Context: an optimization exercise on an open-source flow, tuned for small area, a short achievable clock period and few clock cycles per item. The choices shown serve that exercise and are no tape-out recipe.
RTL that was checked went through simulation tests only; none was proved equivalent to the original.

==> run P: inputs <==
==> flow/design.v <==
`timescale 1ns/10ps
module mpadd32_shift (CLK, RST_N, s_out, a_in, b_in, write, start, ready);
	input CLK, RST_N;
	input [255:0] a_in, b_in;
	input write, start;
	output [256:0] s_out;
	output ready;
	localparam K  = 8;
	localparam LK = 3;   
	localparam NB = 256 / K;
	localparam L  = 5;   
	localparam LW = 1;   
	reg [255:0]  q;
	reg [NB-1:0] g;      
	reg [NB-1:0] p;      
	reg          cout;
	reg          ready;
	assign s_out = {cout, q};
	genvar j, i, l;
	wire [255:0]  ws;
	wire [NB-1:0] bg;
	wire [NB-1:0] bp;
	generate
		for (j = 0; j < NB; j = j + 1) begin : add
			wire [K-1:0] x = a_in[j*K +: K] ^ b_in[j*K +: K];
			wire [K-1:0] y = a_in[j*K +: K] & b_in[j*K +: K];
			wire [K-1:0] G [0:LK];
			wire [K-1:0] P [0:LK];
			assign G[0] = y;
			assign P[0] = x;
			for (l = 0; l < LK; l = l + 1) begin : lvl
				for (i = 0; i < K; i = i + 1) begin : node
					if (i >= (1 << l)) begin : comb
						assign G[l+1][i] = G[l][i] | P[l][i] & G[l][i - (1 << l)];
						assign P[l+1][i] = P[l][i] & P[l][i - (1 << l)];
					end else begin : pass
						assign G[l+1][i] = G[l][i];
						assign P[l+1][i] = P[l][i];
					end
				end
			end
			assign ws[j*K +: K] = x ^ {G[LK][K-2:0], 1'b0};
			assign bg[j] = G[LK][K-1];
			assign bp[j] = P[LK][K-1];
		end
	endgenerate
	wire [NB-1:0] pg [0:L];
	wire [NB-1:0] pp [0:L];
	assign pg[0] = bg;
	assign pp[0] = bp;
	generate
		for (l = 0; l < L; l = l + 1) begin : lvl
			wire [NB-1:0] gi, pi;
			if (l == LW) begin : inr
				assign gi = g;
				assign pi = p;
			end else begin : inw
				assign gi = pg[l];
				assign pi = pp[l];
			end
			for (i = 0; i < NB; i = i + 1) begin : node
				if (i >= (1 << l)) begin : comb
					assign pg[l+1][i] = gi[i] | (pi[i] & gi[i - (1 << l)]);
					assign pp[l+1][i] = pi[i] & pi[i - (1 << l)];
				end else begin : pass
					assign pg[l+1][i] = gi[i];
					assign pp[l+1][i] = pi[i];
				end
			end
		end
	endgenerate
	wire [NB:0] c = {pg[L], 1'b0};
	wire [255:0] t;
	generate
		for (j = 0; j < NB; j = j + 1) begin : inc
			for (i = 0; i < K; i = i + 1) begin : bit_
				if (j == 0) begin : first
					assign t[i] = 1'b0;
				end else if (i == 0) begin : lsb
					assign t[j*K] = c[j];
				end else begin : up
					assign t[j*K+i] = c[j] & (&q[j*K +: i]);
				end
			end
		end
	endgenerate
	always @(posedge CLK) begin
		q    <= write ? ws : q ^ t;
		g    <= write ? pg[LW] : {NB{1'b0}};
		p    <= pp[LW];
		cout <= write ? 1'b0 : cout | c[NB];
		if (~RST_N)
			ready <= 1'b0;
		else
			ready <= start;
	end
endmodule
==> flow/flow/run.sh <==
#!/bin/bash
# The standard layout, with the port buffers made from buf_1 cells
# instead of the default delay buffers.
set -euo pipefail
export BUFFER_PORTS_ARGS="-buffer_cell sky130_fd_sc_hd__buf_1"
bash standard.sh > standard.log 2>&1
==> flow/standard.sh <==
#!/bin/bash
# synth_recipe.tcl (not shown) runs the flow's synth.tcl, then flattens the netlist and writes it again
# the make line also repeats each setting of config.mk as NAME=value (left out here)
make -C /OpenROAD-flow-scripts/flow DESIGN_CONFIG=/design/flow/config.mk WORK_HOME=/design/flow/orfs CLKGATE_MAP_FILE= SYNTH_SCRIPT=/design/flow/synth_recipe.tcl "${@:-finish}"
==> flow/config.mk <==
export PLATFORM = sky130hd
export DESIGN_NAME = mpadd32_shift
export DESIGN_NICKNAME = mpadd32_shift
export VERILOG_FILES = /design/flow/design.v
export SDC_FILE = /design/flow/constraint.sdc
export NUM_CORES = 4
export LEC_CHECK = 0
export CAP_MARGIN = 20
export CORE_MARGIN = 2
export CORE_UTILIZATION = 40
export CTS_CLUSTER_DIAMETER = 100
export CTS_CLUSTER_SIZE = 25
export SETUP_SLACK_MARGIN = 2.7
export SLEW_MARGIN = 20
==> flow/constraint.sdc <==
create_clock -name core_clock -period 5.0 [get_ports {CLK}]
set_input_delay 1.0000 -clock core_clock [delete_from_list [all_inputs] [get_ports {CLK}]]
set_output_delay 1.0000 -clock core_clock [all_outputs]
set_load 0.01 [all_outputs]
==> run F (differences from run P) <==
==> flow/design.v, changed modules only <==
module mpadd32_shift (CLK, RST_N, s_out, a_in, b_in, write, start, ready);
	input CLK, RST_N;
	input [255:0] a_in, b_in;
	input write, start;
	output [256:0] s_out;
	output ready;
	localparam K  = 8;
	localparam LK = 3;   
	localparam NB = 256 / K;
	localparam L  = 5;   
	localparam LW = 2;   
	reg [255:0]  q;
	reg [NB-1:0] g;      
	reg [NB-1:0] p;      
	reg          cout;
	reg          ready;
	assign s_out = {cout, q};
	genvar j, i, l;
	wire [255:0]  wx;    
	wire [255:0]  wc;    
	wire [NB-1:0] bg;
	wire [NB-1:0] bp;
	generate
		for (j = 0; j < NB; j = j + 1) begin : add
			wire [K-1:0] x = a_in[j*K +: K] ^ b_in[j*K +: K];
			wire [K-1:0] y = a_in[j*K +: K] & b_in[j*K +: K];
			wire [K-1:0] G [0:LK];
			wire [K-1:0] P [0:LK];
			assign G[0] = y;
			assign P[0] = x;
			for (l = 0; l < LK; l = l + 1) begin : lvl
				for (i = 0; i < K; i = i + 1) begin : node
					if ((i >> l) & 1) begin : comb
						assign G[l+1][i] = G[l][i] | P[l][i] & G[l][((i >> l) << l) - 1];
						assign P[l+1][i] = P[l][i] & P[l][((i >> l) << l) - 1];
					end else begin : pass
						assign G[l+1][i] = G[l][i];
						assign P[l+1][i] = P[l][i];
					end
				end
			end
			assign wx[j*K +: K] = x;
			assign wc[j*K +: K] = {G[LK][K-2:0], 1'b0};
			assign bg[j] = G[LK][K-1];
			assign bp[j] = P[LK][K-1];
		end
	endgenerate
	wire [NB-1:0] pg [0:L];
	wire [NB-1:0] pp [0:L];
	assign pg[0] = bg;
	assign pp[0] = bp;
	generate
		for (l = 0; l < L; l = l + 1) begin : lvl
			wire [NB-1:0] gi, pi;
			if (l == LW) begin : inr
				assign gi = g;
				assign pi = p;
			end else begin : inw
				assign gi = pg[l];
				assign pi = pp[l];
			end
			for (i = 0; i < NB; i = i + 1) begin : node
				if (i >= (1 << l)) begin : comb
					assign pg[l+1][i] = gi[i] | (pi[i] & gi[i - (1 << l)]);
					assign pp[l+1][i] = pi[i] & pi[i - (1 << l)];
				end else begin : pass
					assign pg[l+1][i] = gi[i];
					assign pp[l+1][i] = pi[i];
				end
			end
		end
	endgenerate
	wire [NB:0] c = {pg[L], 1'b0};
	wire [255:0] t;
	generate
		for (j = 0; j < NB; j = j + 1) begin : inc
			for (i = 0; i < K; i = i + 1) begin : bit_
				if (j == 0) begin : first
					assign t[i] = 1'b0;
				end else if (i == 0) begin : lsb
					assign t[j*K] = c[j];
				end else begin : up
					assign t[j*K+i] = c[j] & (&q[j*K +: i]);
				end
			end
		end
	endgenerate
	always @(posedge CLK) begin
		q    <= (write ? wx : q) ^ (write ? wc : t);
		g    <= write ? pg[LW] : {NB{1'b0}};
		p    <= pp[LW];
		cout <= write ? 1'b0 : cout | c[NB];
		if (~RST_N)
			ready <= 1'b0;
		else
			ready <= start;
	end
endmodule
- CTS_CLUSTER_SIZE: 25 -> 20
- SETUP_SLACK_MARGIN: 2.7 -> 2.8
==> run E (differences from run P) <==
==> flow/design.v, changed modules only <==
module mpadd32_shift (CLK, RST_N, s_out, a_in, b_in, write, start, ready);
	input CLK, RST_N;
	input [255:0] a_in, b_in;
	input write, start;
	output [256:0] s_out;
	output ready;
	localparam K  = 8;
	localparam NB = 256 / K;
	reg [255:0]  q;
	reg [NB-1:0] g;      
	reg          cout;
	reg          ready;
	assign s_out = {cout, q};
	wire [NB-1:0] p;
	genvar j, i;
	generate
		for (j = 0; j < NB; j = j + 1) begin : blk
			assign p[j] = &q[j*K +: K];
		end
	endgenerate
	localparam L = $clog2(NB);
	wire [NB-1:0] pg [0:L];
	wire [NB-1:0] pp [0:L];
	assign pg[0] = g;
	assign pp[0] = p;
	generate
		for (j = 0; j < L; j = j + 1) begin : lvl
			for (i = 0; i < NB; i = i + 1) begin : node
				if ((i >> j) & 1) begin : comb
					localparam integer S = ((i >> j) << j) - 1;
					assign pg[j+1][i] = pg[j][i] | (pp[j][i] & pg[j][S]);
					assign pp[j+1][i] = pp[j][i] & pp[j][S];
				end else begin : pass
					assign pg[j+1][i] = pg[j][i];
					assign pp[j+1][i] = pp[j][i];
				end
			end
		end
	endgenerate
	wire [NB:0] c = {pg[L], 1'b0} & {(NB+1){start}};
	wire [255:0] t;
	generate
		for (j = 0; j < NB; j = j + 1) begin : inc
			for (i = 0; i < K; i = i + 1) begin : bit_
				if (j == 0) begin : first
					assign t[i] = 1'b0;
				end else if (i == 0) begin : lsb
					assign t[j*K] = c[j];
				end else begin : up
					assign t[j*K+i] = c[j] & (&q[j*K +: i]);
				end
			end
		end
	endgenerate
	wire [255:0]  ws;
	wire [NB-1:0] wg;
	generate
		for (j = 0; j < NB; j = j + 1) begin : add
			wire [K:0] cc;
			assign cc[0] = 1'b0;
			for (i = 0; i < K; i = i + 1) begin : fa
				wire x = a_in[j*K+i] ^ b_in[j*K+i];
				assign ws[j*K+i] = x ^ cc[i];
				assign cc[i+1] = (a_in[j*K+i] & b_in[j*K+i]) | (cc[i] & x);
			end
			assign wg[j] = cc[K];
		end
	endgenerate
	always @(posedge CLK) begin
		q    <= write ? ws : q ^ t;
		g    <= write ? wg : (start ? {NB{1'b0}} : g);
		cout <= write ? 1'b0 : cout | c[NB];
		if (~RST_N)
			ready <= 1'b0;
		else
			ready <= start;
	end
endmodule
==> flow/run.sh (new file) <==
#!/bin/bash
# synth_recipe.tcl (not shown) runs the flow's synth.tcl, then flattens the netlist and writes it again
# the make line also repeats each setting of config.mk as NAME=value (left out here)
make -C /OpenROAD-flow-scripts/flow DESIGN_CONFIG=/design/flow/config.mk WORK_HOME=/design/flow/orfs CLKGATE_MAP_FILE= SYNTH_SCRIPT=/design/flow/synth_recipe.tcl finish
- CTS_CLUSTER_DIAMETER: 100 -> default
- CTS_CLUSTER_SIZE: 25 -> default
- SETUP_SLACK_MARGIN: 2.7 -> default
removed: flow/flow/run.sh
removed: flow/standard.sh
==> out/qor.txt <==
Non-Clock Inverter Count -> 79
Tmin final -> 2278 ps
met3 wire length -> 5.169 mm
met1 WL -> 34.91 mm
status -> complete, no violations
Crit path max-delay family -> compound AO/OA/AOI/OAI gates
most frequent cells in the layout -> 759 x buf_1, 313 x nand2_1, 299 x dfxtp_1, 233 x xnor2_1, 232 x ha_1
largest net degree at the start of global routing -> 161
sequential element share of the synthesized area -> 27.75%
Seq cells -> 320
routed wl met2 -> 41.39 mm
relative slew slack -> 52.37%
vias in the first global route -> 21330
routed length per instance -> 19.52 um
first-pass GRT wire length -> 123.5 mm
Largest regs -> q: 256 flops, g: 32 flops, p: 30 flops
[end of results for run P]
==> out/qor.txt <==
relative slew slack -> 30.22%
largest net degree at the start of global routing -> 214
status -> complete, no violations
H-tree Lvls -> 2
met3 wire length -> 6.694 mm
CTS tree -> built
met1 WL -> 29.46 mm
Largest regs -> q: 256 flops, g: 32 flops
routed wl met2 -> 39.19 mm
vias in the first global route -> 18640
sequential element share of the synthesized area -> 30.94%
critical-path maximum fanout -> 1
Crit path max-delay family -> adder cells
Tmin final -> 4315 ps
most frequent cells in the layout -> 771 x clkdlybuf4s50_1, 261 x inv_1, 250 x dfxtp_1, 229 x nand2_1, 224 x fa_1
first-pass GRT wire length -> 117.3 mm
[end of results for run E]
==> out/qor.txt <==
status -> complete, no violations
relative slew slack -> 50.45%
met3 wire length -> 5.264 mm
Largest regs -> q: 256 flops, g: 32 flops, p: 28 flops
vias in the first global route -> 22910
routed wl met2 -> 46.05 mm
Tmin final -> 2231 ps
first-pass GRT wire length -> 135.9 mm
[end of results for run F]
Testbench counts of run P, summed over its fixed seeds: cycles 1,032, items 512.
For run F and run E, only the layout was checked, not whether the RTL still works.

[static timing again, ports no longer ideal]
How much do the figures lean on ideal ports? The routed layouts below were timed once more, with nothing changed but the port constraints.
Step 1 (the two cells are an assumption about what drives the block):
set clk [get_ports {CLK}]
set_driving_cell -lib_cell sky130_fd_sc_hd__clkbuf_16 $clk
set_driving_cell -lib_cell sky130_fd_sc_hd__buf_2 [delete_from_list [all_inputs] $clk]
Step 2, shift: input delay + t, output delay - t, t = (earliest + latest rising clock arrival at the registers) / 2. This alone moves slack from input paths to output paths.
Three values: ideal ports, drivers, drivers and shift; two values: the first two.
| run | t, ns | slack for setup (ns) | pins driven straight from the clock port |
|---|---|---|---|
| run P | 0.597 | 2.722 / 2.691 / 2.182 | 1 |
| run F | 0.605 | 2.769 / 2.745 / 2.196 | 1 |
| run E | 0.607 | 0.685 / 0.713 / 0.106 | 1 |
After both steps setup and hold are still met in every run listed. For run E, which loses most, drivers alone change the setup slack by +0.028 ns; drivers and shift together by -0.579 ns.
